This is an optimization exercise on Yosys and OpenROAD, whose aim is small area and a short achievable clock period, not a production implementation. Only the layout flow was run in this run; the RTL was not checked for function there. Power figures rest on the tool's default switching activity, not on a simulated workload.

<file path="flow/config.mk">
export PLATFORM = sky130hd
export DESIGN_NAME = mips_single_cycle
export DESIGN_NICKNAME = mips_single_cycle
export VERILOG_FILES = /design/flow/design.v
export SDC_FILE = /design/flow/constraint.sdc
export NUM_CORES = 4
export LEC_CHECK = 0
export CAP_MARGIN = 20
export CORE_MARGIN = 2
export CORE_UTILIZATION = 40
export SLEW_MARGIN = 20
export SYNTH_HIERARCHICAL = 1
</file>
<file path="flow/constraint.sdc">
create_clock -name core_clock -period 12.0 [get_ports {clk}]
set_input_delay 2.4000 -clock core_clock [delete_from_list [all_inputs] [get_ports {clk}]]
set_output_delay 2.4000 -clock core_clock [all_outputs]
set_load 0.01 [all_outputs]
</file>
<file path="flow/design.v">
package definitions;
typedef enum logic[5:0]{
 RTYPE = 6'b000000,
 ADDI = 6'b000001,
 SUBI = 6'b000010,
 ANDI = 6'b000011,
 ORI = 6'b000100,
 XORI = 6'b000101,
 LUI = 6'b000110,
 LLI = 6'b000111,
 LWR = 6'b001000,
 SWR = 6'b001001,
 LWI = 6'b001010,
 SWI = 6'b001011,
 BEQ = 6'b001100,
 BNE = 6'b001101,
 J = 6'b001110,
 JAL = 6'b001111,
 RET = 6'b010000, 
 BNEG = 6'b010001  
} opcode;
typedef enum logic[3:0]{
 ALU_ADD = 4'b0000,
 ALU_SUB = 4'b0001,
 ALU_AND = 4'b0010,
 ALU_OR = 4'b0011,
 ALU_XOR = 4'b0100,
 ALU_SLL = 4'b0101,
 ALU_SRL = 4'b0110,
 ALU_SLA = 4'b0111,
 ALU_SRA = 4'b1000,
 ALU_LUI = 4'b1001,
 ALU_LLI = 4'b1010,
 ALU_NOT = 4'b1011,  
 ALU_Z = 4'b1111  
} operation;
endpackage
module rf_rd_bit
	 (input  logic [31:1] sel,
	  input  logic [31:1] d,
	  output logic        q
	 );
assign q = |(sel & d);
endmodule
module mips_single_cycle
	#(parameter INS_SIZE=32)
	 (input logic clk,
	  input logic rst,  
	  input logic[INS_SIZE-1:0] instruction,
	  input logic[31:0] dm_q,
	  output logic dm_we,
	  output logic [15:0] dm_address,
	  output logic [31:0] dm_d,
	  output logic [31:0] pc_out
	 );
logic [5:0]  op;
logic [4:0]  rs, rt, rd, sa;
logic [5:0]  func;
logic [15:0] imm;
assign op   = instruction[31:26];
assign rs   = instruction[25:21];
assign rt   = instruction[20:16];
assign rd   = instruction[15:11];
assign sa   = instruction[10:6];
assign func = instruction[5:0];
assign imm  = instruction[15:0];
logic op_r, op_imm, op_lw, op_sw, op_beq, op_bne, op_j, op_jal, op_ret, op_bneg;
logic sext, rf_we;
always_comb begin
	op_r    = (op == 6'd0);
	op_imm  = (op >= 6'd1) && (op <= 6'd7);
	op_lw   = (op == 6'd8) || (op == 6'd10);
	op_sw   = (op == 6'd9) || (op == 6'd11);
	op_beq  = (op == 6'd12);
	op_bne  = (op == 6'd13);
	op_j    = (op == 6'd14);
	op_jal  = (op == 6'd15);
	op_ret  = (op == 6'd16);
	op_bneg = (op == 6'd17);
	sext    = (op == 6'd1) || (op == 6'd2);
	rf_we   = op_r | op_imm | op_lw | op_jal;
end
logic [31:1][31:0] regs;
logic [31:0] qs, qt, wd;
logic [4:0]  wa;
logic [31:0] rs_oh, rt_oh, wa_oh;
assign wa = op_r ? rd : (op_jal ? 5'd31 : rt);
always_comb begin
	for (int i = 0; i < 32; i++) begin
		rs_oh[i] = (rs == i[4:0]);
		rt_oh[i] = (rt == i[4:0]);
		wa_oh[i] = (wa == i[4:0]);
	end
end
logic [31:0][31:1] col;  
always_comb
	for (int b = 0; b < 32; b++)
		for (int i = 1; i < 32; i++)
			col[b][i] = regs[i][b];
for (genvar b = 0; b < 32; b++) begin : g_rd
	rf_rd_bit u_s (.sel(rs_oh[31:1]), .d(col[b]), .q(qs[b]));
	rf_rd_bit u_t (.sel(rt_oh[31:1]), .d(col[b]), .q(qt[b]));
end
always_ff @(posedge clk) begin
	for (int i = 1; i < 32; i++)
		if (rf_we && !rst && wa_oh[i])
			regs[i] <= wd;
end
logic [3:0]  f;
logic [31:0] b, bx, sum, alu, sh_in, sh_out, sh_rev;
logic        sub, shamt_sel, sh_big, sh_left, sh_fill;
logic [4:0]  amt;
always_comb begin
	case (op[2:0])
		3'd1: f = 4'd0;   
		3'd2: f = 4'd1;   
		3'd3: f = 4'd2;   
		3'd4: f = 4'd3;   
		3'd5: f = 4'd4;   
		3'd6: f = 4'd9;   
		3'd7: f = 4'd10;  
		default: f = 4'd0;
	endcase
	if (op_r)
		f = func[3:0];
end
assign b   = (op_r | op_bneg) ? qt : {{16{imm[15] & sext}}, imm};
assign sub = (f == 4'd1) & ~op_bneg;
assign bx  = sub ? ~b : b;
assign sum = qs + bx + {31'd0, sub};
assign shamt_sel = op_r && (func == 6'd5 || func == 6'd6 || func == 6'd7 || func == 6'd8);
assign amt    = shamt_sel ? sa : qs[4:0];
assign sh_big = shamt_sel ? sa[4] : (|qs[31:5]);
assign sh_left = (f == 4'd5) || (f == 4'd7);
assign sh_fill = (f == 4'd8) & qt[31];
always_comb begin
	for (int i = 0; i < 32; i++)
		sh_in[i] = sh_left ? qt[31-i] : qt[i];
	sh_out = sh_in;
	if (amt[0]) sh_out = {{1{sh_fill}},  sh_out[31:1]};
	if (amt[1]) sh_out = {{2{sh_fill}},  sh_out[31:2]};
	if (amt[2]) sh_out = {{4{sh_fill}},  sh_out[31:4]};
	if (amt[3]) sh_out = {{8{sh_fill}},  sh_out[31:8]};
	if (amt[4]) sh_out = {{16{sh_fill}}, sh_out[31:16]};
	if (sh_big) sh_out = {32{sh_fill}};
	for (int i = 0; i < 32; i++)
		sh_rev[i] = sh_out[31-i];
end
always_comb begin
	case (f)
		4'd0, 4'd1: alu = sum;
		4'd2:       alu = qs & b;
		4'd3:       alu = qs | b;
		4'd4:       alu = qs ^ b;
		4'd5, 4'd7: alu = sh_rev;
		4'd6, 4'd8: alu = sh_out;
		4'd9:       alu = {b[15:0], 16'h0000};
		4'd10:      alu = {16'h0000, b[15:0]};
		4'd11:      alu = ~qs;
		default:    alu = '0;
	endcase
end
logic [31:0] pc, pc1, next_pc;
assign pc1 = pc + 32'd1;
assign wd  = op_lw ? dm_q : (op_jal ? pc1 : alu);
logic taken, eq;
assign eq    = (qs == qt);
assign taken = (op_beq & eq) | (op_bne & ~eq) | (op_bneg & sum[31]);
always_comb begin
	if (taken)
		next_pc = {16'h0000, imm};
	else if (op_j | op_jal)
		next_pc = {6'b0, instruction[25:0]};
	else if (op_ret)
		next_pc = regs[31];
	else
		next_pc = pc1;
end
always_ff @(posedge clk) begin
	if (rst)
		pc <= '0;
	else
		pc <= next_pc;
end
assign pc_out     = pc;
assign dm_we      = op_sw & ~rst;
assign dm_d       = qt;
assign dm_address = op[1] ? imm : qs[15:0];
endmodule
</file>
<file path="flow/run.sh">
#!/bin/bash
# synth_recipe.tcl (not shown) runs the flow's synth.tcl, then flattens the netlist and writes it again
# the make line also repeats each setting of config.mk as NAME=value (left out here)
make -C /OpenROAD-flow-scripts/flow DESIGN_CONFIG=/design/flow/config.mk WORK_HOME=/design/flow/orfs CLKGATE_MAP_FILE= SYNTH_SCRIPT=/design/flow/synth_recipe.tcl finish
</file>
==> flow_summary.json <==
{
  "detail_route.first_pass.iterations": 10,
  "ctsRootBufferMaster": "sky130_fd_sc_hd__clkbuf_16",
  "hp-class": "flop to flop",
  "global_route.overflow_total": 0,
  "wire_length_of_the_first_global_routing_pass_mm": 359,
  "total_leakage_power_nw": 20.1,
  "rr_startpoint": "regs[973]",
  "clk_path_buf_depth": 3,
  "overall_routed_net_length_mm": 266,
  "post_synth_instance_area_sq_um": 52600,
  "final-max-slew-violation-count": 0,
  "met2_length_mm": 110,
  "drcViolationCount": 0,
  "post_route_setup_tns_ns": 0,
  "ys_async_sr_fraction_pct": 0,
  "h_tree_level_count": 3,
  "clkSlewWorstSetupHoldPaths_ns": 0.06,
  "synth-seq-area-share_pct": 57.8,
  "met1_length_mm": 98.3,
  "path_max_fanout": 32,
  "row_count": 133,
  "multiInputGateArea_sq_um": 22000,
  "run_status": "finished clean",
  "power.internal_mw": 6.57,
  "vias": 46100,
  "ys_types": 101,
  "finish.utilization_pct": 47.2,
  "criticalPathCategory": "input port to flop",
  "setup.worst_path.end_class": "flop",
  "placer_s_final_routability_congestion_estimate": 1.05,
  "place.detailed.hpwl_mm": 188,
  "proportion_of_layout_cells_with_a_drive_suffix_above_1_pct": 13.6,
  "floorplan.initialDensity_pct": 40.2,
  "start_kind": "input port",
  "grt_antenna_before_repair": 39,
  "tightestPinTransition_ns": 1.20,
  "setup_skew_ns": 0.0713,
  "clock_sink_count": 1024,
  "rsz0062_at_grt": "no",
  "synth.top_cell.area_share_pct": 56.6,
  "synth_area_leaders": "sky130_fd_sc_hd__edfxtp_1 57%, sky130_fd_sc_hd__a22oi_1 11%, sky130_fd_sc_hd__ha_1 2.4%",
  "port_buffer_count": 146,
  "yosysWarnings": 7,
  "hold_violations": 0,
  "synth-seq-cells": 1024,
  "synth_area_per_cell_sq_um": 12.3,
  "cts_hold_repair.buffers": 0,
  "tritoncts_clock_tree": "built",
  "cp.arrival_ns": 10.54,
  "maxCapViolCount": 0,
  "most-common-layout-cells": "992 x sky130_fd_sc_hd__edfxtp_1, 780 x sky130_fd_sc_hd__a22oi_1, 218 x sky130_fd_sc_hd__buf_4",
  "chipWidth_microns": 367,
  "numCtsBuffers": 106,
  "syn_nets": 4439,
  "synth-main-ff-cell": "sky130_fd_sc_hd__edfxtp_1",
  "worstHoldStart": "regs[987]",
  "power.net_switching_mw": 2.99,
  "floorplan.die.height_microns": 367,
  "synthesis.instances": 4270,
  "initialDrtViolationCount": 8480,
  "p_sw_share_pct": 31.2,
  "pwr-share-comb_pct": 21.8,
  "sequentialPowerShare_pct": 43.9,
  "grt_start_max_net_pins": 61,
  "required_ns": 12.39,
  "wire_per_inst_microns": 41.3,
  "via_count_of_the_first_global_routing_pass": 42500,
  "seqCellArea_sq_um": 30400,
  "die_area_sq_um": 135000,
  "viasPerCell": 7.15,
  "antenna_left": 0,
  "pin_count": 147,
  "met3_wl_post_dr_mm": 35.4,
  "cts.repair_timing.setup_buffer_count": 0,
  "postCtsResizedCells": 0,
  "area_growth_syn_to_fin_pct": 17.4,
  "max_freq_mhz": 98.5,
  "core_footprint_sq_um": 131000,
  "finalCritPeriodShare_pct": 84.6,
  "power.density_nw_per_um2": 155,
  "clkLatencyLatePin_ns": 0.75,
  "overall_global_routing_usage_pct": 38.4,
  "fillCellCount": 11800,
  "startpoint": "instruction[20]",
  "pwr-share-clk_pct": 34.3,
  "maxUsedRoutingLayer": "met5",
  "relSlewSlack_pct": 19.6,
  "post-route-min-period_ns": 10.15,
  "nets": 4764,
  "timing.final.setup_violations": 0,
  "final_common_cell": "sky130_fd_sc_hd__edfxtp_1",
  "irDropWorstVdd_uv": 135,
  "synth_largest_area_cell": "sky130_fd_sc_hd__edfxtp_1",
  "synth_enable_flop_cells": 992
}
[per-layer routing]
metal,GRT usage [%],vias up
met2,54.9,3730
met3,11.7,763
li1,-,18600
met4,25.3,24
met1,50.1,22900
met5,0,-
[final cells by class]
cell class | count | share of cell area (%)
Sequential cell | 1024 | 49.2
Multi-Input combinational cell | 3003 | 35.6
Timing Repair Buffer | 377 | 5.49
Clock buffer | 129 | 4.50
Tap cell | 1755 | 3.55
Clock inverter | 60 | 1.05
Inverter | 83 | 0.504
Antenna cell | 14 | 0.0567
[worst paths after layout]
kind | end | slack [ns] | cells past startpoint
worst min-delay path | pc[27] | 0.69 | 2
worst min register to register | pc[27] | 0.69 | 2
worst max-delay path | regs[474] | 1.85 | 22
worst max register to register | regs[474] | 5.12 | 17
[per-module statistics from Yosys, one instance, submodules excluded]
module	cells	copies in the design	flops+latches
mips_single_cycle	2990	1	1024
rf_rd_bit	20	64	0
[through the flow]
| step | total power, mW | setup slack, ns | cells | cell area, sq um | hold slack, ns |
|---|---|---|---|---|---|
| floorplan | 5.18 | 0.965 | 4270 | 52600 | 0.594 |
| global placement | 6.25 | 1.50 | 6233 | 58100 | 0.662 |
| detailed placement | 6.25 | 1.49 | 6240 | 58300 | 0.674 |
| CTS | 9.49 | 2.15 | 6429 | 61700 | 0.682 |
| global route | 9.75 | 1.80 | 6433 | 61800 | 0.714 |
| finish | 9.56 | 1.85 | 6445 | 61800 | 0.687 |
[logic make-up (layout without fill, tap and decap cells)]
logic type                 after synthesis  in the layout  share of synthesized area (%)
AOI/OAI and AO/OA                     1621           1621                           23.7
and+or+nand+nor                       1082           1082                           10.4
DFF                                   1024           1024                           57.8
buffers and inverters                  243            649                           1.92
xor gates and xnor gates               121            121                           2.04
adders and majority gates              103            103                           2.46
muxes                                   76             76                           1.63
other                                    0             14                              0
[critical path, cell delays in order]
cell and delay (ns):
sky130_fd_sc_hd__clkdlybuf4s50_1 1.08, sky130_fd_sc_hd__buf_4 0.31, sky130_fd_sc_hd__or3_1 0.23, sky130_fd_sc_hd__nor2_2 0.06, sky130_fd_sc_hd__buf_4 0.30, sky130_fd_sc_hd__a22oi_1 0.30
sky130_fd_sc_hd__nand4_1 0.36, sky130_fd_sc_hd__or4_1 0.88, sky130_fd_sc_hd__mux2i_1 0.67, sky130_fd_sc_hd__xnor2_1 0.15, sky130_fd_sc_hd__ha_1 0.53, sky130_fd_sc_hd__nand3_1 0.12
sky130_fd_sc_hd__or3_1 0.42, sky130_fd_sc_hd__a211o_1 0.39, sky130_fd_sc_hd__a31oi_1 0.27, sky130_fd_sc_hd__nor2_1 0.10, sky130_fd_sc_hd__o31ai_1 0.62, sky130_fd_sc_hd__a21boi_0 0.25
sky130_fd_sc_hd__xnor2_1 0.21, sky130_fd_sc_hd__a221oi_1 0.40, sky130_fd_sc_hd__a21oi_4 0.09, sky130_fd_sc_hd__buf_4 0.27
[state kept, by name, summed over array words and instances (netlist names)]
| signal | count |
|---|---|
| regs | 992 |
| pc | 32 |
[power groups by stage]
stage	Combinational (mW)	Sequential [mW]	Clock, mW
final	2.08	4.20	3.28
after global routing	2.11	4.20	3.44
after CTS	1.99	4.20	3.31
after detailed placement	1.98	4.27	0
after global placement	1.98	4.27	0
after floorplan	0.903	4.28	0
[synth_stat cells, types with 52 or more instances]
library cell               instances
sky130_fd_sc_hd__nand4_1         143
sky130_fd_sc_hd__a221oi_2         66
sky130_fd_sc_hd__a222oi_1         66
sky130_fd_sc_hd__xor2_1           64
sky130_fd_sc_hd__edfxtp_1        992
sky130_fd_sc_hd__xnor2_1          56
sky130_fd_sc_hd__mux2i_1          52
sky130_fd_sc_hd__a22oi_1         780
sky130_fd_sc_hd__nand3_1         203
sky130_fd_sc_hd__nand2_1         207
sky130_fd_sc_hd__a22o_1           67
sky130_fd_sc_hd__nor2_1          240
sky130_fd_sc_hd__or4_1            69
sky130_fd_sc_hd__o21ai_0         129
sky130_fd_sc_hd__ha_1            102
sky130_fd_sc_hd__a21oi_1         151
sky130_fd_sc_hd__clkbuf_1        113
sky130_fd_sc_hd__inv_1            81
sky130_fd_sc_hd__nor3_1           64

what the ideal ports hide:
The results above use ideal ports. As a check the final layout listed here was re-extracted and re-timed, cells and wires unchanged. Step 1 (the two cells are an assumption about what drives the block):
set clk [get_ports {clk}]
set_driving_cell -lib_cell sky130_fd_sc_hd__clkbuf_16 $clk
set_driving_cell -lib_cell sky130_fd_sc_hd__buf_2 [delete_from_list [all_inputs] $clk]
Step 2 times the ports against the registers' clock, not the clock port: input delays grow and output delays shrink by t, the midpoint of the rising clock arrivals with the driver on. Slacks: no drivers / after step 1 / after step 2; pairs: no drivers / after step 1.
t (ns): 0.791
slack for setup (ns): 1.849 / 1.840 / 1.107
latest minus earliest clock arrival (ns): 0.071 / 0.071
pins driven straight from the clock port: 1
After both steps setup and hold are still met in this run. The setup slack of this run moves by -0.009 ns with the drivers and by -0.742 ns with both steps.
